Context: an optimization exercise on an open-source flow, tuned for small area, a short achievable clock period and few clock cycles per item. The choices shown serve that exercise and are no tape-out recipe.
Only simulation tests tie the RTL to the original design; equivalence was not proved.
No activity file was given, so power comes from the tool's default toggle rates.

==> design.v <==
module atanh (
  input                     clk,
  input                     rstn,
  input                     trig,
  input  signed       [8:0] tanha,
  output logic              vld,
  output logic signed [8:0] a2_latch
);
  wire        s = tanha[8];
  wire  [7:0] l = tanha[7:0];
  wire  [7:0] below;                          
  assign below[0] = 1'b0;
  genvar i;
  for (i = 1; i < 8; i = i + 1) begin : g_below
    assign below[i] = |l[i-1:0];
  end
  wire  [7:0] m = l ^ ({8{s}} & below);
  wire        z = ~|l;                        
  wire  [0:7] mr = m;                         
  wire  [0:7] gr;                             
  wire  [7:0] g = gr;
  wire  [8:0] a2;
  wire nnew_n17, nnew_n18, nnew_n19, nnew_n20, nnew_n21, nnew_n22, nnew_n23, nnew_n24, nnew_n25, nnew_n26, nnew_n27, nnew_n29, nnew_n30, nnew_n32, nnew_n33, nnew_n34, nnew_n35, nnew_n36, nnew_n37, nnew_n38, nnew_n39, nnew_n40, nnew_n41, nnew_n42, nnew_n43, nnew_n45, nnew_n46, nnew_n47, nnew_n48, nnew_n49, nnew_n50, nnew_n51, nnew_n52, nnew_n53, nnew_n54, nnew_n55, nnew_n56, nnew_n57, nnew_n58, nnew_n59, nnew_n60, nnew_n61, nnew_n62, nnew_n63, nnew_n64, nnew_n65, nnew_n66, nnew_n67, nnew_n68, nnew_n69, nnew_n70, nnew_n71, nnew_n72, nnew_n73, nnew_n74, nnew_n75, nnew_n76, nnew_n77, nnew_n78, nnew_n80, nnew_n81, nnew_n82, nnew_n83, nnew_n84, nnew_n85, nnew_n86, nnew_n87, nnew_n88, nnew_n89, nnew_n90, nnew_n91, nnew_n92, nnew_n93, nnew_n94, nnew_n95, nnew_n96, nnew_n97, nnew_n98, nnew_n99, nnew_n100, nnew_n101, nnew_n102, nnew_n103, nnew_n104, nnew_n105, nnew_n106, nnew_n107, nnew_n108, nnew_n109, nnew_n110, nnew_n111, nnew_n112, nnew_n113, nnew_n114, nnew_n115, nnew_n116, nnew_n117, nnew_n118, nnew_n119, nnew_n120, nnew_n121, nnew_n122, nnew_n123, nnew_n124, nnew_n125, nnew_n126, nnew_n127, nnew_n128, nnew_n129, nnew_n130, nnew_n131, nnew_n132, nnew_n133, nnew_n135, nnew_n136, nnew_n137, nnew_n138, nnew_n139, nnew_n140, nnew_n141, nnew_n142, nnew_n143, nnew_n144, nnew_n145, nnew_n146, nnew_n147, nnew_n148, nnew_n149, nnew_n150, nnew_n151, nnew_n152, nnew_n153, nnew_n154, nnew_n155, nnew_n156, nnew_n157, nnew_n158, nnew_n159, nnew_n160, nnew_n161, nnew_n162, nnew_n163, nnew_n164, nnew_n165, nnew_n166, nnew_n167, nnew_n168, nnew_n169, nnew_n170, nnew_n171, nnew_n172, nnew_n173, nnew_n174, nnew_n175, nnew_n176, nnew_n177, nnew_n178, nnew_n179, nnew_n180, nnew_n181, nnew_n182, nnew_n183, nnew_n184, nnew_n185, nnew_n186, nnew_n187, nnew_n188, nnew_n189, nnew_n190, nnew_n191, nnew_n192, nnew_n193, nnew_n194, nnew_n195, nnew_n196, nnew_n197, nnew_n198, nnew_n199, nnew_n200, nnew_n201, nnew_n202, nnew_n203, nnew_n204, nnew_n205, nnew_n206, nnew_n207, nnew_n208, nnew_n209, nnew_n210, nnew_n211, nnew_n213, nnew_n214, nnew_n215, nnew_n216, nnew_n217, nnew_n218, nnew_n219, nnew_n220, nnew_n221, nnew_n222, nnew_n223, nnew_n224, nnew_n225, nnew_n226, nnew_n227, nnew_n228, nnew_n229, nnew_n230, nnew_n231, nnew_n232, nnew_n233, nnew_n234, nnew_n235, nnew_n236, nnew_n237, nnew_n238, nnew_n239, nnew_n240, nnew_n241, nnew_n242, nnew_n243, nnew_n244, nnew_n245, nnew_n246, nnew_n247, nnew_n248, nnew_n249, nnew_n250, nnew_n251, nnew_n252, nnew_n253, nnew_n254, nnew_n255, nnew_n256, nnew_n257, nnew_n258, nnew_n259, nnew_n260, nnew_n261, nnew_n262, nnew_n263, nnew_n264, nnew_n265, nnew_n266, nnew_n267, nnew_n268, nnew_n269, nnew_n270, nnew_n271, nnew_n272, nnew_n273, nnew_n274, nnew_n275, nnew_n276, nnew_n277, nnew_n278, nnew_n279, nnew_n280, nnew_n281, nnew_n282, nnew_n283, nnew_n284, nnew_n285, nnew_n286, nnew_n287, nnew_n288, nnew_n289, nnew_n290, nnew_n291, nnew_n292, nnew_n293, nnew_n294, nnew_n295, nnew_n297, nnew_n298, nnew_n299, nnew_n300, nnew_n301, nnew_n302, nnew_n303, nnew_n304, nnew_n305, nnew_n306, nnew_n307, nnew_n308, nnew_n309, nnew_n310, nnew_n311, nnew_n312, nnew_n313, nnew_n314, nnew_n315, nnew_n316, nnew_n317, nnew_n318, nnew_n319, nnew_n320, nnew_n321, nnew_n322, nnew_n323, nnew_n324, nnew_n325, nnew_n326, nnew_n327, nnew_n328, nnew_n329, nnew_n330, nnew_n331, nnew_n332, nnew_n333, nnew_n334, nnew_n335, nnew_n336, nnew_n337, nnew_n338, nnew_n339, nnew_n340, nnew_n341, nnew_n342, nnew_n343, nnew_n344, nnew_n345, nnew_n346, nnew_n347, nnew_n348, nnew_n349, nnew_n350, nnew_n351, nnew_n352, nnew_n353, nnew_n354, nnew_n355, nnew_n356, nnew_n357, nnew_n358, nnew_n359, nnew_n360, nnew_n361, nnew_n362, nnew_n363, nnew_n364, nnew_n365, nnew_n366, nnew_n367, nnew_n368, nnew_n369, nnew_n370, nnew_n371, nnew_n372, nnew_n373, nnew_n374, nnew_n375, nnew_n376, nnew_n377, nnew_n378, nnew_n379, nnew_n380, nnew_n381, nnew_n382;
  assign nnew_n17 = ~mr[5] & ~mr[6];
  assign nnew_n18 = ~mr[7] & nnew_n17;
  assign nnew_n19 = ~mr[4] & nnew_n18;
  assign nnew_n20 = ~mr[3] & nnew_n19;
  assign nnew_n21 = ~mr[2] & nnew_n20;
  assign nnew_n22 = ~mr[1] & nnew_n21;
  assign nnew_n23 = ~mr[0] & ~nnew_n22;
  assign nnew_n24 = ~mr[3] & ~mr[4];
  assign nnew_n25 = mr[2] & ~nnew_n24;
  assign nnew_n26 = ~mr[1] & ~nnew_n25;
  assign nnew_n27 = mr[0] & nnew_n26;
  assign gr[0] = ~nnew_n23 & ~nnew_n27;
  assign nnew_n29 = mr[1] & mr[2];
  assign nnew_n30 = ~mr[0] & nnew_n29;
  assign gr[1] = nnew_n27 | nnew_n30;
  assign nnew_n32 = ~mr[4] & nnew_n17;
  assign nnew_n33 = mr[3] & ~nnew_n32;
  assign nnew_n34 = mr[2] & nnew_n33;
  assign nnew_n35 = ~nnew_n21 & ~nnew_n34;
  assign nnew_n36 = ~mr[1] & nnew_n35;
  assign nnew_n37 = ~nnew_n29 & ~nnew_n36;
  assign nnew_n38 = ~mr[0] & ~nnew_n37;
  assign nnew_n39 = ~mr[2] & nnew_n24;
  assign nnew_n40 = ~nnew_n25 & ~nnew_n39;
  assign nnew_n41 = mr[1] & ~nnew_n21;
  assign nnew_n42 = ~nnew_n40 & ~nnew_n41;
  assign nnew_n43 = mr[0] & nnew_n42;
  assign gr[2] = ~nnew_n38 & ~nnew_n43;
  assign nnew_n45 = mr[4] & ~nnew_n17;
  assign nnew_n46 = mr[3] & nnew_n45;
  assign nnew_n47 = ~nnew_n20 & ~nnew_n46;
  assign nnew_n48 = ~mr[2] & nnew_n47;
  assign nnew_n49 = ~nnew_n34 & ~nnew_n48;
  assign nnew_n50 = ~mr[1] & ~nnew_n49;
  assign nnew_n51 = mr[5] & mr[6];
  assign nnew_n52 = mr[5] & mr[7];
  assign nnew_n53 = ~nnew_n51 & ~nnew_n52;
  assign nnew_n54 = ~mr[4] & nnew_n53;
  assign nnew_n55 = mr[3] & ~nnew_n54;
  assign nnew_n56 = ~mr[3] & ~nnew_n45;
  assign nnew_n57 = ~mr[2] & ~nnew_n56;
  assign nnew_n58 = ~nnew_n55 & ~nnew_n57;
  assign nnew_n59 = mr[1] & nnew_n58;
  assign nnew_n60 = ~nnew_n50 & ~nnew_n59;
  assign nnew_n61 = ~mr[0] & nnew_n60;
  assign nnew_n62 = mr[4] & ~nnew_n18;
  assign nnew_n63 = mr[3] & nnew_n62;
  assign nnew_n64 = ~nnew_n24 & ~nnew_n63;
  assign nnew_n65 = ~mr[3] & mr[4];
  assign nnew_n66 = ~mr[4] & ~nnew_n51;
  assign nnew_n67 = mr[3] & nnew_n66;
  assign nnew_n68 = ~nnew_n65 & ~nnew_n67;
  assign nnew_n69 = mr[2] & nnew_n68;
  assign nnew_n70 = nnew_n64 & ~nnew_n69;
  assign nnew_n71 = ~mr[1] & nnew_n70;
  assign nnew_n72 = mr[4] & mr[5];
  assign nnew_n73 = ~nnew_n19 & ~nnew_n72;
  assign nnew_n74 = ~mr[3] & nnew_n73;
  assign nnew_n75 = ~mr[2] & nnew_n74;
  assign nnew_n76 = mr[1] & nnew_n75;
  assign nnew_n77 = ~nnew_n71 & ~nnew_n76;
  assign nnew_n78 = mr[0] & nnew_n77;
  assign gr[3] = nnew_n61 | nnew_n78;
  assign nnew_n80 = mr[3] & ~nnew_n45;
  assign nnew_n81 = mr[4] & ~nnew_n53;
  assign nnew_n82 = ~mr[3] & nnew_n81;
  assign nnew_n83 = ~nnew_n80 & ~nnew_n82;
  assign nnew_n84 = ~mr[2] & ~nnew_n83;
  assign nnew_n85 = ~mr[3] & nnew_n66;
  assign nnew_n86 = mr[4] & nnew_n51;
  assign nnew_n87 = ~nnew_n32 & ~nnew_n86;
  assign nnew_n88 = mr[3] & nnew_n87;
  assign nnew_n89 = ~nnew_n85 & ~nnew_n88;
  assign nnew_n90 = mr[2] & nnew_n89;
  assign nnew_n91 = ~nnew_n84 & ~nnew_n90;
  assign nnew_n92 = ~mr[1] & nnew_n91;
  assign nnew_n93 = ~mr[3] & nnew_n45;
  assign nnew_n94 = mr[3] & nnew_n54;
  assign nnew_n95 = ~nnew_n93 & ~nnew_n94;
  assign nnew_n96 = ~mr[2] & nnew_n95;
  assign nnew_n97 = mr[7] & ~nnew_n17;
  assign nnew_n98 = ~mr[5] & ~nnew_n97;
  assign nnew_n99 = mr[4] & ~nnew_n98;
  assign nnew_n100 = ~mr[3] & ~nnew_n99;
  assign nnew_n101 = mr[7] & nnew_n51;
  assign nnew_n102 = mr[4] & nnew_n101;
  assign nnew_n103 = ~nnew_n54 & ~nnew_n102;
  assign nnew_n104 = mr[3] & nnew_n103;
  assign nnew_n105 = ~nnew_n100 & ~nnew_n104;
  assign nnew_n106 = mr[2] & nnew_n105;
  assign nnew_n107 = ~nnew_n96 & ~nnew_n106;
  assign nnew_n108 = mr[1] & nnew_n107;
  assign nnew_n109 = ~nnew_n92 & ~nnew_n108;
  assign nnew_n110 = ~mr[0] & ~nnew_n109;
  assign nnew_n111 = ~nnew_n19 & ~nnew_n62;
  assign nnew_n112 = mr[3] & nnew_n111;
  assign nnew_n113 = ~nnew_n24 & ~nnew_n112;
  assign nnew_n114 = ~mr[2] & nnew_n113;
  assign nnew_n115 = ~mr[4] & ~nnew_n18;
  assign nnew_n116 = ~nnew_n101 & ~nnew_n115;
  assign nnew_n117 = ~mr[3] & ~nnew_n116;
  assign nnew_n118 = mr[4] & ~mr[5];
  assign nnew_n119 = ~mr[4] & nnew_n51;
  assign nnew_n120 = ~nnew_n118 & ~nnew_n119;
  assign nnew_n121 = mr[3] & nnew_n120;
  assign nnew_n122 = ~nnew_n117 & ~nnew_n121;
  assign nnew_n123 = mr[2] & nnew_n122;
  assign nnew_n124 = ~nnew_n114 & ~nnew_n123;
  assign nnew_n125 = ~mr[1] & nnew_n124;
  assign nnew_n126 = ~nnew_n18 & ~nnew_n101;
  assign nnew_n127 = ~mr[4] & nnew_n126;
  assign nnew_n128 = ~nnew_n72 & ~nnew_n127;
  assign nnew_n129 = ~mr[3] & nnew_n128;
  assign nnew_n130 = ~mr[2] & nnew_n129;
  assign nnew_n131 = mr[1] & nnew_n130;
  assign nnew_n132 = ~nnew_n125 & ~nnew_n131;
  assign nnew_n133 = mr[0] & nnew_n132;
  assign gr[4] = ~nnew_n110 & ~nnew_n133;
  assign nnew_n135 = ~nnew_n81 & ~nnew_n127;
  assign nnew_n136 = ~mr[3] & nnew_n135;
  assign nnew_n137 = ~mr[4] & nnew_n98;
  assign nnew_n138 = ~nnew_n45 & ~nnew_n137;
  assign nnew_n139 = mr[3] & nnew_n138;
  assign nnew_n140 = ~nnew_n136 & ~nnew_n139;
  assign nnew_n141 = ~mr[2] & ~nnew_n140;
  assign nnew_n142 = ~mr[3] & ~nnew_n120;
  assign nnew_n143 = mr[4] & ~nnew_n51;
  assign nnew_n144 = ~nnew_n17 & ~nnew_n143;
  assign nnew_n145 = mr[3] & nnew_n144;
  assign nnew_n146 = ~nnew_n142 & ~nnew_n145;
  assign nnew_n147 = mr[2] & nnew_n146;
  assign nnew_n148 = ~nnew_n141 & ~nnew_n147;
  assign nnew_n149 = ~mr[1] & ~nnew_n148;
  assign nnew_n150 = ~mr[4] & mr[5];
  assign nnew_n151 = mr[4] & nnew_n17;
  assign nnew_n152 = ~nnew_n150 & ~nnew_n151;
  assign nnew_n153 = ~mr[3] & ~nnew_n152;
  assign nnew_n154 = ~mr[4] & ~nnew_n53;
  assign nnew_n155 = mr[4] & nnew_n98;
  assign nnew_n156 = ~nnew_n154 & ~nnew_n155;
  assign nnew_n157 = mr[3] & nnew_n156;
  assign nnew_n158 = ~nnew_n153 & ~nnew_n157;
  assign nnew_n159 = ~mr[2] & nnew_n158;
  assign nnew_n160 = ~nnew_n119 & ~nnew_n155;
  assign nnew_n161 = ~mr[3] & ~nnew_n160;
  assign nnew_n162 = ~nnew_n17 & ~nnew_n51;
  assign nnew_n163 = ~mr[7] & ~nnew_n17;
  assign nnew_n164 = ~nnew_n162 & ~nnew_n163;
  assign nnew_n165 = mr[4] & nnew_n164;
  assign nnew_n166 = ~nnew_n154 & ~nnew_n165;
  assign nnew_n167 = mr[3] & nnew_n166;
  assign nnew_n168 = ~nnew_n161 & ~nnew_n167;
  assign nnew_n169 = mr[2] & nnew_n168;
  assign nnew_n170 = ~nnew_n159 & ~nnew_n169;
  assign nnew_n171 = mr[1] & nnew_n170;
  assign nnew_n172 = ~nnew_n149 & ~nnew_n171;
  assign nnew_n173 = ~mr[0] & ~nnew_n172;
  assign nnew_n174 = ~mr[4] & ~nnew_n98;
  assign nnew_n175 = ~mr[5] & ~nnew_n174;
  assign nnew_n176 = ~mr[3] & ~nnew_n175;
  assign nnew_n177 = ~mr[5] & mr[7];
  assign nnew_n178 = ~mr[7] & nnew_n162;
  assign nnew_n179 = ~nnew_n177 & ~nnew_n178;
  assign nnew_n180 = mr[3] & nnew_n179;
  assign nnew_n181 = ~nnew_n176 & ~nnew_n180;
  assign nnew_n182 = ~mr[2] & nnew_n181;
  assign nnew_n183 = ~mr[4] & ~nnew_n179;
  assign nnew_n184 = mr[5] & ~mr[6];
  assign nnew_n185 = mr[5] & ~mr[7];
  assign nnew_n186 = ~nnew_n184 & ~nnew_n185;
  assign nnew_n187 = mr[4] & nnew_n186;
  assign nnew_n188 = ~nnew_n183 & ~nnew_n187;
  assign nnew_n189 = ~mr[3] & nnew_n188;
  assign nnew_n190 = mr[7] & nnew_n162;
  assign nnew_n191 = ~nnew_n184 & ~nnew_n190;
  assign nnew_n192 = ~mr[4] & nnew_n191;
  assign nnew_n193 = ~mr[5] & mr[6];
  assign nnew_n194 = mr[7] & ~nnew_n184;
  assign nnew_n195 = ~nnew_n193 & ~nnew_n194;
  assign nnew_n196 = mr[4] & nnew_n195;
  assign nnew_n197 = ~nnew_n192 & ~nnew_n196;
  assign nnew_n198 = mr[3] & nnew_n197;
  assign nnew_n199 = ~nnew_n189 & ~nnew_n198;
  assign nnew_n200 = mr[2] & nnew_n199;
  assign nnew_n201 = ~nnew_n182 & ~nnew_n200;
  assign nnew_n202 = ~mr[1] & ~nnew_n201;
  assign nnew_n203 = ~mr[4] & ~nnew_n195;
  assign nnew_n204 = ~mr[6] & ~nnew_n194;
  assign nnew_n205 = mr[4] & nnew_n204;
  assign nnew_n206 = ~nnew_n203 & ~nnew_n205;
  assign nnew_n207 = ~mr[3] & ~nnew_n206;
  assign nnew_n208 = ~mr[2] & nnew_n207;
  assign nnew_n209 = mr[1] & nnew_n208;
  assign nnew_n210 = ~nnew_n202 & ~nnew_n209;
  assign nnew_n211 = mr[0] & nnew_n210;
  assign gr[5] = nnew_n173 | nnew_n211;
  assign nnew_n213 = ~nnew_n178 & ~nnew_n193;
  assign nnew_n214 = mr[4] & nnew_n213;
  assign nnew_n215 = ~nnew_n203 & ~nnew_n214;
  assign nnew_n216 = ~mr[3] & ~nnew_n215;
  assign nnew_n217 = ~nnew_n192 & ~nnew_n214;
  assign nnew_n218 = mr[3] & nnew_n217;
  assign nnew_n219 = ~nnew_n216 & ~nnew_n218;
  assign nnew_n220 = ~mr[2] & nnew_n219;
  assign nnew_n221 = ~mr[3] & ~nnew_n197;
  assign nnew_n222 = mr[4] & ~nnew_n191;
  assign nnew_n223 = ~mr[4] & nnew_n213;
  assign nnew_n224 = ~nnew_n222 & ~nnew_n223;
  assign nnew_n225 = mr[3] & nnew_n224;
  assign nnew_n226 = ~nnew_n221 & ~nnew_n225;
  assign nnew_n227 = mr[2] & nnew_n226;
  assign nnew_n228 = ~nnew_n220 & ~nnew_n227;
  assign nnew_n229 = ~mr[1] & ~nnew_n228;
  assign nnew_n230 = ~mr[3] & nnew_n215;
  assign nnew_n231 = ~mr[4] & ~nnew_n213;
  assign nnew_n232 = ~mr[7] & nnew_n184;
  assign nnew_n233 = mr[7] & nnew_n193;
  assign nnew_n234 = ~nnew_n232 & ~nnew_n233;
  assign nnew_n235 = mr[4] & nnew_n234;
  assign nnew_n236 = ~nnew_n231 & ~nnew_n235;
  assign nnew_n237 = mr[3] & nnew_n236;
  assign nnew_n238 = ~nnew_n230 & ~nnew_n237;
  assign nnew_n239 = ~mr[2] & ~nnew_n238;
  assign nnew_n240 = ~mr[4] & ~nnew_n191;
  assign nnew_n241 = ~nnew_n235 & ~nnew_n240;
  assign nnew_n242 = ~mr[3] & ~nnew_n241;
  assign nnew_n243 = mr[6] & mr[7];
  assign nnew_n244 = ~nnew_n178 & ~nnew_n243;
  assign nnew_n245 = ~mr[4] & nnew_n244;
  assign nnew_n246 = ~mr[7] & ~nnew_n193;
  assign nnew_n247 = mr[6] & ~nnew_n246;
  assign nnew_n248 = mr[4] & nnew_n247;
  assign nnew_n249 = ~nnew_n245 & ~nnew_n248;
  assign nnew_n250 = mr[3] & nnew_n249;
  assign nnew_n251 = ~nnew_n242 & ~nnew_n250;
  assign nnew_n252 = mr[2] & nnew_n251;
  assign nnew_n253 = ~nnew_n239 & ~nnew_n252;
  assign nnew_n254 = mr[1] & nnew_n253;
  assign nnew_n255 = ~nnew_n229 & ~nnew_n254;
  assign nnew_n256 = ~mr[0] & ~nnew_n255;
  assign nnew_n257 = ~mr[6] & ~mr[7];
  assign nnew_n258 = ~nnew_n190 & ~nnew_n257;
  assign nnew_n259 = ~mr[4] & nnew_n258;
  assign nnew_n260 = ~nnew_n248 & ~nnew_n259;
  assign nnew_n261 = ~mr[3] & ~nnew_n260;
  assign nnew_n262 = ~mr[6] & mr[7];
  assign nnew_n263 = mr[6] & ~mr[7];
  assign nnew_n264 = ~nnew_n262 & ~nnew_n263;
  assign nnew_n265 = mr[3] & nnew_n264;
  assign nnew_n266 = ~nnew_n261 & ~nnew_n265;
  assign nnew_n267 = ~mr[2] & ~nnew_n266;
  assign nnew_n268 = ~mr[4] & ~nnew_n264;
  assign nnew_n269 = ~nnew_n193 & ~nnew_n263;
  assign nnew_n270 = mr[4] & nnew_n269;
  assign nnew_n271 = ~nnew_n268 & ~nnew_n270;
  assign nnew_n272 = ~mr[3] & ~nnew_n271;
  assign nnew_n273 = ~mr[7] & ~nnew_n162;
  assign nnew_n274 = ~nnew_n233 & ~nnew_n273;
  assign nnew_n275 = ~mr[4] & nnew_n274;
  assign nnew_n276 = mr[7] & ~nnew_n162;
  assign nnew_n277 = ~nnew_n232 & ~nnew_n276;
  assign nnew_n278 = mr[4] & nnew_n277;
  assign nnew_n279 = ~nnew_n275 & ~nnew_n278;
  assign nnew_n280 = mr[3] & nnew_n279;
  assign nnew_n281 = ~nnew_n272 & ~nnew_n280;
  assign nnew_n282 = mr[2] & nnew_n281;
  assign nnew_n283 = ~nnew_n267 & ~nnew_n282;
  assign nnew_n284 = ~mr[1] & nnew_n283;
  assign nnew_n285 = ~nnew_n178 & ~nnew_n276;
  assign nnew_n286 = ~mr[4] & nnew_n285;
  assign nnew_n287 = mr[7] & nnew_n17;
  assign nnew_n288 = ~nnew_n185 & ~nnew_n287;
  assign nnew_n289 = mr[4] & nnew_n288;
  assign nnew_n290 = ~nnew_n286 & ~nnew_n289;
  assign nnew_n291 = ~mr[3] & nnew_n290;
  assign nnew_n292 = ~mr[2] & nnew_n291;
  assign nnew_n293 = mr[1] & nnew_n292;
  assign nnew_n294 = ~nnew_n284 & ~nnew_n293;
  assign nnew_n295 = mr[0] & nnew_n294;
  assign gr[6] = nnew_n256 | nnew_n295;
  assign nnew_n297 = ~nnew_n190 & ~nnew_n263;
  assign nnew_n298 = ~mr[4] & ~nnew_n297;
  assign nnew_n299 = mr[7] & nnew_n184;
  assign nnew_n300 = ~nnew_n263 & ~nnew_n299;
  assign nnew_n301 = mr[4] & nnew_n300;
  assign nnew_n302 = ~nnew_n298 & ~nnew_n301;
  assign nnew_n303 = ~mr[3] & ~nnew_n302;
  assign nnew_n304 = ~mr[7] & nnew_n193;
  assign nnew_n305 = ~nnew_n299 & ~nnew_n304;
  assign nnew_n306 = mr[4] & ~nnew_n305;
  assign nnew_n307 = ~mr[4] & nnew_n305;
  assign nnew_n308 = ~nnew_n306 & ~nnew_n307;
  assign nnew_n309 = mr[3] & nnew_n308;
  assign nnew_n310 = ~nnew_n303 & ~nnew_n309;
  assign nnew_n311 = ~mr[2] & nnew_n310;
  assign nnew_n312 = ~mr[4] & ~nnew_n274;
  assign nnew_n313 = mr[4] & nnew_n274;
  assign nnew_n314 = ~nnew_n312 & ~nnew_n313;
  assign nnew_n315 = ~mr[3] & nnew_n314;
  assign nnew_n316 = ~mr[4] & nnew_n277;
  assign nnew_n317 = mr[4] & nnew_n305;
  assign nnew_n318 = ~nnew_n316 & ~nnew_n317;
  assign nnew_n319 = mr[3] & nnew_n318;
  assign nnew_n320 = ~nnew_n315 & ~nnew_n319;
  assign nnew_n321 = mr[2] & nnew_n320;
  assign nnew_n322 = ~nnew_n311 & ~nnew_n321;
  assign nnew_n323 = ~mr[1] & nnew_n322;
  assign nnew_n324 = ~nnew_n286 & ~nnew_n317;
  assign nnew_n325 = ~mr[3] & nnew_n324;
  assign nnew_n326 = mr[4] & ~nnew_n285;
  assign nnew_n327 = nnew_n277 & ~nnew_n326;
  assign nnew_n328 = mr[3] & nnew_n327;
  assign nnew_n329 = ~nnew_n325 & ~nnew_n328;
  assign nnew_n330 = ~mr[2] & ~nnew_n329;
  assign nnew_n331 = mr[4] & nnew_n285;
  assign nnew_n332 = ~nnew_n52 & ~nnew_n178;
  assign nnew_n333 = ~mr[4] & nnew_n332;
  assign nnew_n334 = ~nnew_n331 & ~nnew_n333;
  assign nnew_n335 = ~mr[3] & nnew_n334;
  assign nnew_n336 = ~mr[4] & nnew_n288;
  assign nnew_n337 = ~mr[7] & nnew_n51;
  assign nnew_n338 = ~nnew_n177 & ~nnew_n337;
  assign nnew_n339 = mr[4] & nnew_n338;
  assign nnew_n340 = ~nnew_n336 & ~nnew_n339;
  assign nnew_n341 = mr[3] & nnew_n340;
  assign nnew_n342 = ~nnew_n335 & ~nnew_n341;
  assign nnew_n343 = mr[2] & nnew_n342;
  assign nnew_n344 = ~nnew_n330 & ~nnew_n343;
  assign nnew_n345 = mr[1] & nnew_n344;
  assign nnew_n346 = ~nnew_n323 & ~nnew_n345;
  assign nnew_n347 = ~mr[0] & nnew_n346;
  assign nnew_n348 = mr[3] & mr[7];
  assign nnew_n349 = mr[4] & ~nnew_n338;
  assign nnew_n350 = ~nnew_n177 & ~nnew_n185;
  assign nnew_n351 = ~mr[4] & nnew_n350;
  assign nnew_n352 = ~nnew_n349 & ~nnew_n351;
  assign nnew_n353 = ~mr[3] & nnew_n352;
  assign nnew_n354 = ~nnew_n348 & ~nnew_n353;
  assign nnew_n355 = ~mr[2] & nnew_n354;
  assign nnew_n356 = mr[7] & ~nnew_n51;
  assign nnew_n357 = ~mr[4] & ~nnew_n356;
  assign nnew_n358 = ~mr[7] & ~nnew_n51;
  assign nnew_n359 = ~nnew_n101 & ~nnew_n358;
  assign nnew_n360 = mr[4] & nnew_n359;
  assign nnew_n361 = ~nnew_n357 & ~nnew_n360;
  assign nnew_n362 = ~mr[3] & nnew_n361;
  assign nnew_n363 = ~mr[5] & ~mr[7];
  assign nnew_n364 = ~nnew_n190 & ~nnew_n363;
  assign nnew_n365 = ~mr[4] & ~nnew_n364;
  assign nnew_n366 = ~nnew_n178 & ~nnew_n262;
  assign nnew_n367 = mr[4] & nnew_n366;
  assign nnew_n368 = ~nnew_n365 & ~nnew_n367;
  assign nnew_n369 = mr[3] & nnew_n368;
  assign nnew_n370 = ~nnew_n362 & ~nnew_n369;
  assign nnew_n371 = mr[2] & nnew_n370;
  assign nnew_n372 = ~nnew_n355 & ~nnew_n371;
  assign nnew_n373 = ~mr[1] & ~nnew_n372;
  assign nnew_n374 = ~mr[4] & ~mr[6];
  assign nnew_n375 = ~nnew_n185 & ~nnew_n190;
  assign nnew_n376 = mr[4] & nnew_n375;
  assign nnew_n377 = ~nnew_n374 & ~nnew_n376;
  assign nnew_n378 = ~mr[3] & nnew_n377;
  assign nnew_n379 = ~mr[2] & nnew_n378;
  assign nnew_n380 = mr[1] & nnew_n379;
  assign nnew_n381 = ~nnew_n373 & ~nnew_n380;
  assign nnew_n382 = mr[0] & nnew_n381;
  assign gr[7] = ~nnew_n347 & ~nnew_n382;
  wire        zp = z & ~s;
  assign a2 = {s | zp, (g ^ {8{s}}) | {8{zp}}};
  always_ff @(posedge clk or negedge rstn) begin
    if (!rstn) vld <= 1'b0;
    else vld <= trig;
  end
  always_ff @(posedge clk or negedge rstn) begin
    if (!rstn) a2_latch <= 9'd0;
    else if (trig) a2_latch <= a2;
  end
endmodule
==> flow/run.sh <==
#!/bin/bash
# The standard layout (standard.sh), with changes that only affect how the
# layout is made:
#  - synthesis uses flow/my_synth.tcl, which is synth_recipe.tcl with the abc
#    mapping script swapped for flow/abc.script (registers are mapped exactly
#    as in the standard synthesis);
#  - no full/half-adder extraction (ADDER_MAP_FILE empty), so the table logic
#    is mapped as plain gates;
#  - plain buf_2 cells as the port buffers, buf_1 on the outputs
#    (flow/ports.tcl, run before the resize step of placement).
export MY_ABC_SCRIPT=$PWD/flow/abc.script
bash standard.sh SYNTH_SCRIPT=$PWD/flow/my_synth.tcl ADDER_MAP_FILE= \
  BUFFER_PORTS_ARGS="-buffer_cell sky130_fd_sc_hd__buf_2" \
  PRE_RESIZE_TCL=$PWD/flow/ports.tcl finish > standard.log 2>&1
==> flow/abc.script <==
strash
dch
map -B 0.9
strash
dch -f
map -B 0.9
topo
stime -c
upsize -c
dnsize -c
==> flow/my_synth.tcl <==
proc synth {args} { yosys synth -nofsm -noshare {*}$args }
proc abc {args} {
  set i [lsearch $args -script]
  if { $i >= 0 && [info exists ::env(MY_ABC_SCRIPT)] } { lset args [expr {$i + 1}] $::env(MY_ABC_SCRIPT) }
  yosys abc {*}$args
}
source $::env(SCRIPTS_DIR)/synth.tcl
# left out here: clear keep_hierarchy, flatten, clean up, hide names made inside functions, write 1_2_yosys.v
==> flow/ports.tcl <==
# Output ports drive only the fixed 10 fF load and have slack to spare, so
# their port buffers (inserted by buffer_ports as buf_2) are made buf_1.
foreach inst [get_cells output*] {
  replace_cell $inst sky130_fd_sc_hd__buf_1
}
==> standard.sh <==
#!/bin/bash
# synth_recipe.tcl (not shown) runs the flow's synth.tcl, then flattens the netlist and writes it again
# the make line also repeats each setting of config.mk as NAME=value (left out here)
make -C /OpenROAD-flow-scripts/flow DESIGN_CONFIG=/design/flow/config.mk WORK_HOME=/design/flow/orfs CLKGATE_MAP_FILE= SYNTH_SCRIPT=/design/flow/synth_recipe.tcl "${@:-finish}"
==> config.mk <==
export PLATFORM = sky130hd
export DESIGN_NAME = atanh
export DESIGN_NICKNAME = atanh
export VERILOG_FILES = /design/flow/design.v
export SDC_FILE = /design/flow/constraint.sdc
export NUM_CORES = 4
export LEC_CHECK = 0
export ABC_AREA = 1
export CAP_MARGIN = 20
export CORE_MARGIN = 2
export CORE_UTILIZATION = 65
export CTS_BUF_LIST = sky130_fd_sc_hd__clkbuf_4
export PLACE_DENSITY = 0.8
export SLEW_MARGIN = 20
==> constraint.sdc <==
create_clock -name core_clock -period 7.5 [get_ports {clk}]
set_input_delay 1.5000 -clock core_clock [delete_from_list [all_inputs] [get_ports {clk}]]
set_output_delay 1.5000 -clock core_clock [all_outputs]
set_load 0.01 [all_outputs]
==> results_dict.tcl, run 1 <==
set metrics [dict create \
    area_growth_pct 8.44 \
    mappedNetlistArea_um2 1870 \
    gr-total-overflow 0 \
    power_density_nw_per_um2 138 \
    fmax_mhz 301 \
    cts-hold-fix-buffers 0 \
    cts_tree "done" \
    hold-worst-slack_ns 0.477 \
    arrival_ns 3.48 \
    routedWlPerCell_um 13.9 \
    die_h_um 57.6 \
    ys_seq_area_frac 0.134 \
    cap_violations 0 \
    nets 387 \
    final_cell_mix "nand2_1 (138), nand3_1 (68), nor2_1 (26), clkinv_1 (18), a21oi_1 (17)" \
    rsz0062_at_grt "false" \
    num_vias 2484 \
    start_util 0.683 \
    crit_path_start_kind "input pin" \
    portBuffers 21 \
    cts_setup_buffers 0 \
    avgSynthCellArea_um2 5.35 \
    grt_pass1_wl_um 9870 \
    status "finished clean" \
    cts-resized-gates 0 \
    crit_required_ns 7.65 \
    finClkSkew_ns 0 \
    path_max_fanout 16 \
    peakVddDrop_v 0.000183 \
    grtUsageTotal 0.374 \
    critical_path_buf_inv_count 1 \
    crit_path_frequent_cell "nand2_1" \
    hold_viol 0 \
    core-area_um2 2730 \
    diodes 0 \
    gp_congestion 1.08 \
    syn_inst 349 \
    drtIter0Drc 305 \
    finalCriticalPeriod_ns 3.33 \
    tns_ns 0 \
    antenna_found_initial 0 \
    route.detailed.drc 0 \
    clk_pin_slew_ns 0.07 \
    dr.pass1.iters 5 \
    drive_gt1_frac 0.155 \
    end_kind "flip-flop" \
    hpwlAfterDp_um 4440 \
    cts-htree-levels 1 \
    slew_viol_final 0 \
    slowest_delay_ns 0.25 \
    clock_sinks 10 \
    hold_path.class "flip-flop to flip-flop" \
    layout_commonest_cell "nand2_1" \
    placedCellCount 401 \
    setup_viol 0 \
    leakage_nw 1.04 \
    syn_nets 361 \
    cp_slowest_cell "nand2_2" \
    tightest_slew_ns 0.443 \
    cts_buffers 3 \
    critPathTopFamily "simple AND/OR/NAND/NOR gates" \
    synthDistinctLibCells 24 \
    viasPerCell 6.13 \
    relSlewSlack 0.704 \
    crit_type "input pin to flip-flop" \
    row_count 19 \
    finalCritPeriodShare 0.443 \
    cts_buffer_depth 2 \
    final_core_util 0.741 \
    clock_latency_ns 0.26 \
    grt_max_degree 26 \
    cts_root_buf "clkbuf_4" \
    instances_no_fill 405 \
    grt_pass1_vias 2196 \
    crit_chain "buf_2, nor2_4, nand4_2, nand2_1, nand2_1, nand2_2, nand2_1, nor2_2, nand3_1, nand2_1, nand2_1, nand2_1, a21oi_1, o21ai_1, nand2_1" \
    ioPinCount 22 \
    synth.ff_latch_count 10 \
    drtAntennaViolNets 0 \
    wirelength_um 5650 \
    die_x_um 57.6 \
    ys_warn_count 1 \
    dieArea_um2 3320 \
    fillers 260 \
]
-- registers in the layout (all words and copies together) (netlist names) --
| signal | count |
|---|---|
| vld | 1 |
| a2_latch | 9 |
-- cell type report --
| cell class | count | area, um2 | area share |
|---|---|---|---|
| repair buffers | 21 | 92.6 | 0.0457 |
| flip-flops and latches | 10 | 250 | 0.124 |
| clock inverters | 1 | 3.75 | 0.00185 |
| well taps | 31 | 38.8 | 0.0192 |
| multi-input cells | 308 | 1500 | 0.740 |
| clock buffers | 3 | 22.5 | 0.0111 |
| inverters | 31 | 119 | 0.0587 |
-- worst register-to-register path, stage by stage, from the launching register on --
cell	delay (ns)
dfrtp_1	0.38
nand2_1	0.06
o21ai_0	0.09
-- through the flow --
stage          instance area, um2  setup WS [ns]  total power [mW]
3_5_place_dp                 2000           3.91             0.238
6_report                     2020           4.17             0.280
5_1_grt                      2020           3.92             0.306
2_1_floorplan                1870           4.49             0.193
4_1_cts                      2020           4.19             0.276
3_3_place_gp                 2010           3.98             0.238
-- power by group --
| group | internal (mW) | switching, mW | total [mW] |
|---|---|---|---|
| clock | 0.0192 | 0.0190 | 0.0383 |
| sequential | 0.0622 | 0.00408 | 0.0663 |
| combinational | 0.0536 | 0.122 | 0.176 |
-- routing by layer --
| metal | GRT usage | share of wire |
|---|---|---|
| met1 | 0.536 | 0.41 |
| met2 | 0.565 | 0.45 |
| met3 | 0.0930 | 0.12 |
| met4 | 0.0864 | 0.022 |
| met5 | 0 | 0 |
-- kinds of logic after synthesis --
family / Yosys count / share of synthesized area
AND/OR/NAND/NOR: 260 / 0.637
AO/OA/AOI/OAI: 46 / 0.136
buffers and inverters: 31 / 0.0637
flip-flops: 10 / 0.134
XOR/XNOR: 2 / 0.0295
-- path summary, 6_finish.rpt --
kind	start	endpoint	slack (ns)	cells past startpoint
worst max-delay path	tanha[0]	a2_latch[4]	4.17	15
worst min-delay path	a2_latch[0]	a2_latch[0]	0.48	2
worst max register to register	a2_latch[8]	a2_latch[8]	6.85	2
worst min register to register	a2_latch[0]	a2_latch[0]	0.48	2
max in group asynchronous	rstn	a2_latch[5]	6.22	1
min in group asynchronous	rstn	a2_latch[1]	1.08	1
-- synth_stat cells, drive strengths merged --
library cell,instances,area share
o211ai,2,0.0080
clkinv,17,0.034
nand2,153,0.34
nand3,73,0.21
inv,14,0.029
o31ai,1,0.0040
xor2,2,0.029
nand4,4,0.017
a21oi,17,0.046
dfrtp,10,0.13
nor2,30,0.068
o22ai,2,0.0067
o21ai,23,0.068
o21bai,1,0.0040
Testbench counts, summed over its fixed seeds: cycles 2,048, ops 2,048.
==> run 2: changes to the inputs <==
--- a/config.mk
+++ b/config.mk
@@ -8,7 +8,8 @@
 export ABC_AREA = 1
 export CAP_MARGIN = 20
 export CORE_MARGIN = 2
-export CORE_UTILIZATION = 65
+export CORE_UTILIZATION = 40
 export CTS_BUF_LIST = sky130_fd_sc_hd__clkbuf_4
-export PLACE_DENSITY = 0.8
+export GPL_TIMING_DRIVEN = 1
+export PLACE_DENSITY = 0.6
 export SLEW_MARGIN = 20
==> run 2 against run 1 <==
Compared with the run above: still clean on timing, DRC and antenna; register-to-register slack about the same; sequential power about the same; critical path depth increased by 2; final cell count increased by 4.9%; utilization decreased by 28 points; sequential cell count unchanged; design area increased by 1.1%; synthesized cell count unchanged.
==> results_dict.tcl, run 2 <==
set metrics [dict create \
    post-synth-top-count-cell "nand2_1" \
    antenna_found_initial 0 \
    setup_viol 0 \
    crit_path_frequent_cell "nand2_1" \
    p_comb_frac 0.630 \
    synthDominantCellAreaShare 0.277 \
    reg_top3 "a2_latch (9), vld (1)" \
    cts_tree "done" \
    synth_flop_cell "dfrtp_1" \
    ff_latch_area_um2 250 \
    cts-hold-fix-buffers 0 \
    critical_path_buf_inv_count 2 \
    switchingPower_mw 0.143 \
    grt_pass1_wl_um 10100 \
    die_h_um 72.3 \
    gp_congestion 0.967 \
    syn_nets 361 \
    nets 387 \
    leakage_nw 1.03 \
    hold_path.class "flip-flop to flip-flop" \
    start_util 0.423 \
    grt_max_degree 26 \
    clock_sinks 10 \
    pwr-share-seq 0.239 \
    synth_common_cells "nand2_1 (138), nand3_1 (68), nor2_1 (26)" \
    slowest_delay_ns 0.33 \
    routedWlPerCell_um 13.6 \
    wirelength_um 5800 \
    multi_input_area_um2 1500 \
    synth_edf_count 0 \
    end_kind "flip-flop" \
    dr.pass1.iters 5 \
    die_x_um 72.3 \
    cts_buffer_depth 2 \
    clock_latency_ns 0.26 \
    cts-htree-levels 1 \
    ys_seq_area_frac 0.134 \
    hpwlAfterDp_um 4590 \
    viasPerCell 5.76 \
    diodes 0 \
    ys_warn_count 1 \
    top_register "a2_latch" \
    row_count 24 \
    crit_required_ns 7.66 \
    area_growth_pct 9.65 \
    syn_inst 349 \
    slew_viol_final 0 \
    grtUsageTotal 0.238 \
    switching_share 0.516 \
    hold_viol 0 \
    fillers 491 \
    path_depth 17 \
    placed_cell_area_um2 2020 \
    grt_pass1_vias 2165 \
    status "finished clean" \
    ff2ff_path_depth 2 \
    path_max_fanout 12 \
    arrival_ns 3.45 \
    cts_buffers 3 \
    tightest_slew_ns 0.439 \
    finalCritPeriodShare 0.439 \
    crit_path_start_kind "input pin" \
    cp_slowest_cell "nor2_1" \
    synth.ff_latch_count 10 \
    fmax_mhz 304 \
    synth-xor-area-share 0.0295 \
    dieArea_um2 5230 \
    yosys-top-cells-area "nand2_1 (28%), nand3_1 (18%), dfrtp_1 (13%), nor2_1 (5.2%), a21oi_1 (4.6%)" \
    drive_gt1_frac 0.155 \
    synthSimpleGateAreaFrac 0.637 \
    synth_compound_area_frac 0.136 \
    finClkSkew_ns 0 \
    cts_root_buf "clkbuf_4" \
    ioPinCount 22 \
    power_density_nw_per_um2 136 \
    clk_pin_slew_ns 0.06 \
    avgSynthCellArea_um2 5.35 \
    crit_type "input pin to flip-flop" \
    cap_violations 0 \
    cts-resized-gates 0 \
    synth_top_family_by_area "simple AND/OR/NAND/NOR gates" \
    route.detailed.drc 0 \
    fin_area_um2 2050 \
    drtAntennaViolNets 0 \
    gr-total-overflow 0 \
    mappedNetlistArea_um2 1870 \
    p_int_mw 0.134 \
    final_cell_mix "nand2_1 (138), nand3_1 (68), nor2_1 (26), clkinv_1 (17), a21oi_1 (17)" \
    synth_mux_area_frac 0 \
    synthAdderAreaFrac 0 \
    p_clk_frac 0.131 \
    synthArstFlopShare 1.00 \
    peakVddDrop_v 0.0000645 \
    largest_register_ffs 9 \
    portBuffers 21 \
    finalCriticalPeriod_ns 3.29 \
    cts_setup_buffers 0 \
    tns_ns 0 \
    num_vias 2446 \
    hold-path-cell-count 2 \
    relSlewSlack 0.707 \
    synthDistinctLibCells 24 \
    hold-worst-slack_ns 0.479 \
    crit_chain "buf_2, nor2_4, nand3_1, nand2_1, inv_2, nand2_1, nand2_4, nor2_1, nand2_1, nor2_1, nor2_1, nand3_1, nand2_1, nand2_1, nand3_1, nand3_1, nand2_1" \
    layout_commonest_cell "nand2_1" \
    critPathTopFamily "simple AND/OR/NAND/NOR gates" \
    core-area_um2 4410 \
    drtIter0Drc 231 \
    synth_top_area_cell "nand2_1" \
    rsz0062_at_grt "false" \
]
## run 2: cell counts after synthesis
No cell type changed its count.
## run 2: cells by family (layout without fill, tap and decap cells)
family                    Yosys count  count (layout)
and+or+nand+nor                   260             260
AOI/OAI and AO/OA                  46              46
xor gates and xnor gates            2               2
DFF                                10              10
buffers and inverters              31              55
## run 2: worst register-to-register path: stages (launching register included)
cell	delay [ns]
dfrtp_1	0.38
nand2_1	0.06
o21ai_0	0.08
## run 2: layer usage
layer,track usage,part of all wire,vias to the layer above
li1,-,-,1228
met3,0.0333,0.069,8
met4,0.0419,0.017,0
met1,0.363,0.48,1103
met2,0.359,0.43,107
met5,0,0,-
## run 2: final cells by class
type                       count  share of cell area
multi-input combinational    308               0.732
sequential                    10               0.122
inverter                      31              0.0581
timing repair buffer          21              0.0452
tap                           52              0.0318
clock buffer                   3              0.0110
## run 2: worst paths after layout
kind | start | slack [ns] | end
worst max-delay path | tanha[0] | 4.21 | a2_latch[0]
worst min-delay path | a2_latch[0] | 0.48 | a2_latch[0]
worst max register to register | a2_latch[8] | 6.85 | a2_latch[8]
worst min register to register | a2_latch[0] | 0.48 | a2_latch[0]
max in group asynchronous | rstn | 6.22 | a2_latch[5]
min in group asynchronous | rstn | 1.09 | a2_latch[8]
## run 2: power groups by stage
stage	logic [mW]	registers, mW	clock network (mW)
6_report	0.175	0.0663	0.0363
5_1_grt	0.198	0.0674	0.0397
4_1_cts	0.172	0.0663	0.0367
3_5_place_dp	0.172	0.0672	0
3_3_place_gp	0.176	0.0669	0
2_1_floorplan	0.122	0.0714	0
## run 2: stage by stage
| step | cells | power (mW) | setup WS, ns | util |
|---|---|---|---|---|
| detailed placement | 422 | 0.239 | 3.97 | 0.459 |
| finish | 425 | 0.277 | 4.21 | 0.464 |
| global route | 425 | 0.306 | 3.88 | 0.464 |
| floorplan | 349 | 0.193 | 4.49 | - |
| CTS | 425 | 0.275 | 4.24 | 0.464 |
| global placement | 422 | 0.243 | 3.95 | 0.461 |
==> run 3: changes to the inputs <==
--- a/config.mk
+++ b/config.mk
@@ -10,6 +10,5 @@
 export CORE_MARGIN = 2
 export CORE_UTILIZATION = 40
 export CTS_BUF_LIST = sky130_fd_sc_hd__clkbuf_4
-export GPL_TIMING_DRIVEN = 1
 export PLACE_DENSITY = 0.6
 export SLEW_MARGIN = 20
==> run 3 against run 2 <==
Compared with the run above: clock skew unchanged; global-route usage unchanged; still clean; design area unchanged; area after synthesis unchanged.
==> results_dict.tcl, run 3 <==
set metrics [dict create \
    leakage_nw 1.03 \
    status "finished clean" \
    multi_input_area_um2 1500 \
    final_cell_mix "nand2_1 (138), nand3_1 (68), nor2_1 (26), clkinv_1 (17), a21oi_1 (17)" \
    row_count 24 \
    clk_pin_slew_ns 0.06 \
    area_growth_pct 9.65 \
    antenna_found_initial 0 \
    ff2ff_path_depth 2 \
    rsz0062_at_grt "false" \
    viasPerCell 5.76 \
    fillers 491 \
    setup_viol 0 \
    grt_pass1_vias 2165 \
    post-synth-top-count-cell "nand2_1" \
    reg_top3 "a2_latch (9), vld (1)" \
    cts-resized-gates 0 \
    crit_path_start "tanha[0]" \
    core-area_um2 4410 \
    switchingPower_mw 0.143 \
    peakVddDrop_v 0.0000645 \
    end_kind "flip-flop" \
    finalWorstSetupSlack_ns 4.21 \
    p_clk_frac 0.131 \
    dieArea_um2 5230 \
    wirelength_um 5800 \
    cts_setup_buffers 0 \
    layout_commonest_cell "nand2_1" \
    r2r_slack_ns 6.85 \
    ys_seq_area_frac 0.134 \
    yosys-top-cells-area "nand2_1 (28%), nand3_1 (18%), dfrtp_1 (13%), nor2_1 (5.2%), a21oi_1 (4.6%)" \
    reg2reg_to "a2_latch[8]" \
    die_h_um 72.3 \
    dr.pass1.iters 5 \
    cts_buffers 3 \
    tightest_slew_ns 0.439 \
    synthDominantCellAreaShare 0.277 \
    cts_root_buf "clkbuf_4" \
    synthArstFlopShare 1.00 \
    pre_cts_slack_ns 3.97 \
    path_max_fanout 12 \
    cap_violations 0 \
    switching_share 0.516 \
    synth_common_cells "nand2_1 (138), nand3_1 (68), nor2_1 (26)" \
    p_int_mw 0.134 \
    cts-hold-fix-buffers 0 \
    hpwlAfterDp_um 4590 \
    drtAntennaViolNets 0 \
    hold_path.class "flip-flop to flip-flop" \
    clock_sinks 10 \
    grt_max_degree 26 \
    ioPinCount 22 \
    fmax_mhz 304 \
    nets 387 \
    largest_register_ffs 9 \
    relSlewSlack 0.707 \
    synthDistinctLibCells 24 \
    portBuffers 21 \
    crit_required_ns 7.66 \
    routedWlPerCell_um 13.6 \
    tns_ns 0 \
    cp-endpoint "a2_latch[0]" \
    crit_path_start_kind "input pin" \
    cts-htree-levels 1 \
    cts_buffer_depth 2 \
    arrival_ns 3.45 \
    hold-path-cell-count 2 \
    avgSynthCellArea_um2 5.35 \
    route.detailed.drc 0 \
    synth_edf_count 0 \
    grt_pass1_wl_um 10100 \
    die_x_um 72.3 \
    hold_viol 0 \
    finalCriticalPeriod_ns 3.29 \
    finalCritPeriodShare 0.439 \
    synth_flop_cell "dfrtp_1" \
    gp_congestion 0.967 \
    drtIter0Drc 231 \
    drive_gt1_frac 0.155 \
    power_density_nw_per_um2 136 \
    grtUsageTotal 0.238 \
    ff_latch_area_um2 250 \
    clock_latency_ns 0.26 \
    start_util 0.423 \
    syn_nets 361 \
    syn_inst 349 \
    num_vias 2446 \
    design_power_total_mw 0.277 \
    synth.ff_latch_count 10 \
    ys_warn_count 1 \
    gr-total-overflow 0 \
    timing.rr.start "a2_latch[8]" \
    crit_type "input pin to flip-flop" \
    synth_top_area_cell "nand2_1" \
    finClkSkew_ns 0 \
    p_comb_frac 0.630 \
    mappedNetlistArea_um2 1870 \
    top_register "a2_latch" \
    pwr-share-seq 0.239 \
    slew_viol_final 0 \
    diodes 0 \
    cts_tree "done" \
]
run 3: cell counts after synthesis:
No cell type changed its count.
run 3: power by group through the flow:
| stage | clock, mW | sequential [mW] | combinational, mW |
|---|---|---|---|
| 5_1_grt | 0.0397 | 0.0674 | 0.198 |
| 4_1_cts | 0.0367 | 0.0663 | 0.172 |
| 2_1_floorplan | 0 | 0.0714 | 0.122 |
| 3_3_place_gp | 0 | 0.0669 | 0.176 |
| 6_report | 0.0363 | 0.0663 | 0.175 |
| 3_5_place_dp | 0 | 0.0672 | 0.172 |
run 3: layer usage:
layer	GRT usage	part of all wire	up-vias
li1	-	-	1228
met2	0.359	0.43	107
met5	0	0	-
met4	0.0419	0.017	0
met3	0.0333	0.069	8
met1	0.363	0.48	1103
run 3: stage by stage:
step | area [um2] | instances | util | hold slack (ns)
after floorplan | 1870 | 349 | - | 0.515
after global placement | 2040 | 422 | 0.461 | 0.461
after detailed placement | 2020 | 422 | 0.459 | 0.467
after CTS | 2050 | 425 | 0.464 | 0.484
after global routing | 2050 | 425 | 0.464 | 0.515
final | 2050 | 425 | 0.464 | 0.479
run 3: layout make-up:
cell class / count / share of cell area
Clock buffer: 3 / 0.0110
Sequential cell: 10 / 0.122
Multi-Input combinational cell: 308 / 0.732
Inverter: 31 / 0.0581
Tap cell: 52 / 0.0318
Timing Repair Buffer: 21 / 0.0452
run 3: worst min-delay path by stage:
stage	start	end	slack (ns)
4_1_cts	a2_latch[1]	a2_latch[1]	0.48
5_1_grt	a2_latch[4]	a2_latch[4]	0.52
2_1_floorplan	a2_latch[4]	a2_latch[4]	0.52
6_report	a2_latch[0]	a2_latch[0]	0.48
3_3_place_gp	a2_latch[5]	a2_latch[5]	0.46
3_5_place_dp	a2_latch[2]	a2_latch[2]	0.47
run 3: cells by family (layout without fill, tap and decap cells):
logic type / Yosys count / count (layout) / share of synthesized area
XOR/XNOR: 2 / 2 / 0.0295
AND/OR/NAND/NOR: 260 / 260 / 0.637
flip-flops: 10 / 10 / 0.134
buffers and inverters: 31 / 55 / 0.0637
AO/OA/AOI/OAI: 46 / 46 / 0.136
run 3: critical path, stage by stage:
cell     delay (ns)
buf_2          0.18
nor2_4         0.20
nand3_1        0.19
nand2_1        0.16
inv_2          0.05
nand2_1        0.09
nand2_4        0.12
nor2_1         0.33
nand2_1        0.10
nor2_1         0.09
nor2_1         0.05
nand3_1        0.08
nand2_1        0.06
nand2_1        0.05
nand3_1        0.06
nand3_1        0.09
nand2_1        0.05

-- re-timing with driven ports --
How much do the figures lean on ideal ports? The routed layouts below were timed once more, with nothing changed but the port constraints. Step 1 assumes that a clkbuf_16 drives the clock port and a buf_2 every other input. Step 2 times the ports against the registers' clock, not the clock port: input delays grow and output delays shrink by t, the midpoint of the rising clock arrivals with the driver on. a / b / c = no drivers / after step 1 / after step 2; a / b = the first two.
| run | t (ns) | setup WS [ns] | hold WS [ns] | slew at the worst register clock pin (ns) | pins driven straight from the clock port |
|---|---|---|---|---|---|
| run 1 | 0.284 | 4.174 / 4.176 / 3.891 | 0.477 / 0.477 / 0.477 | 0.07 / 0.07 | 1 |
| run 2 | 0.277 | 4.208 / 4.206 / 3.930 | 0.479 / 0.479 / 0.479 | 0.06 / 0.06 | 1 |
| run 3 | 0.277 | 4.208 / 4.206 / 3.930 | 0.479 / 0.479 / 0.479 | 0.06 / 0.06 | 1 |
After both steps every run listed still meets setup and hold. The setup slack of run 1, which loses most, moves by +0.002 ns with the drivers and by -0.283 ns with both steps.
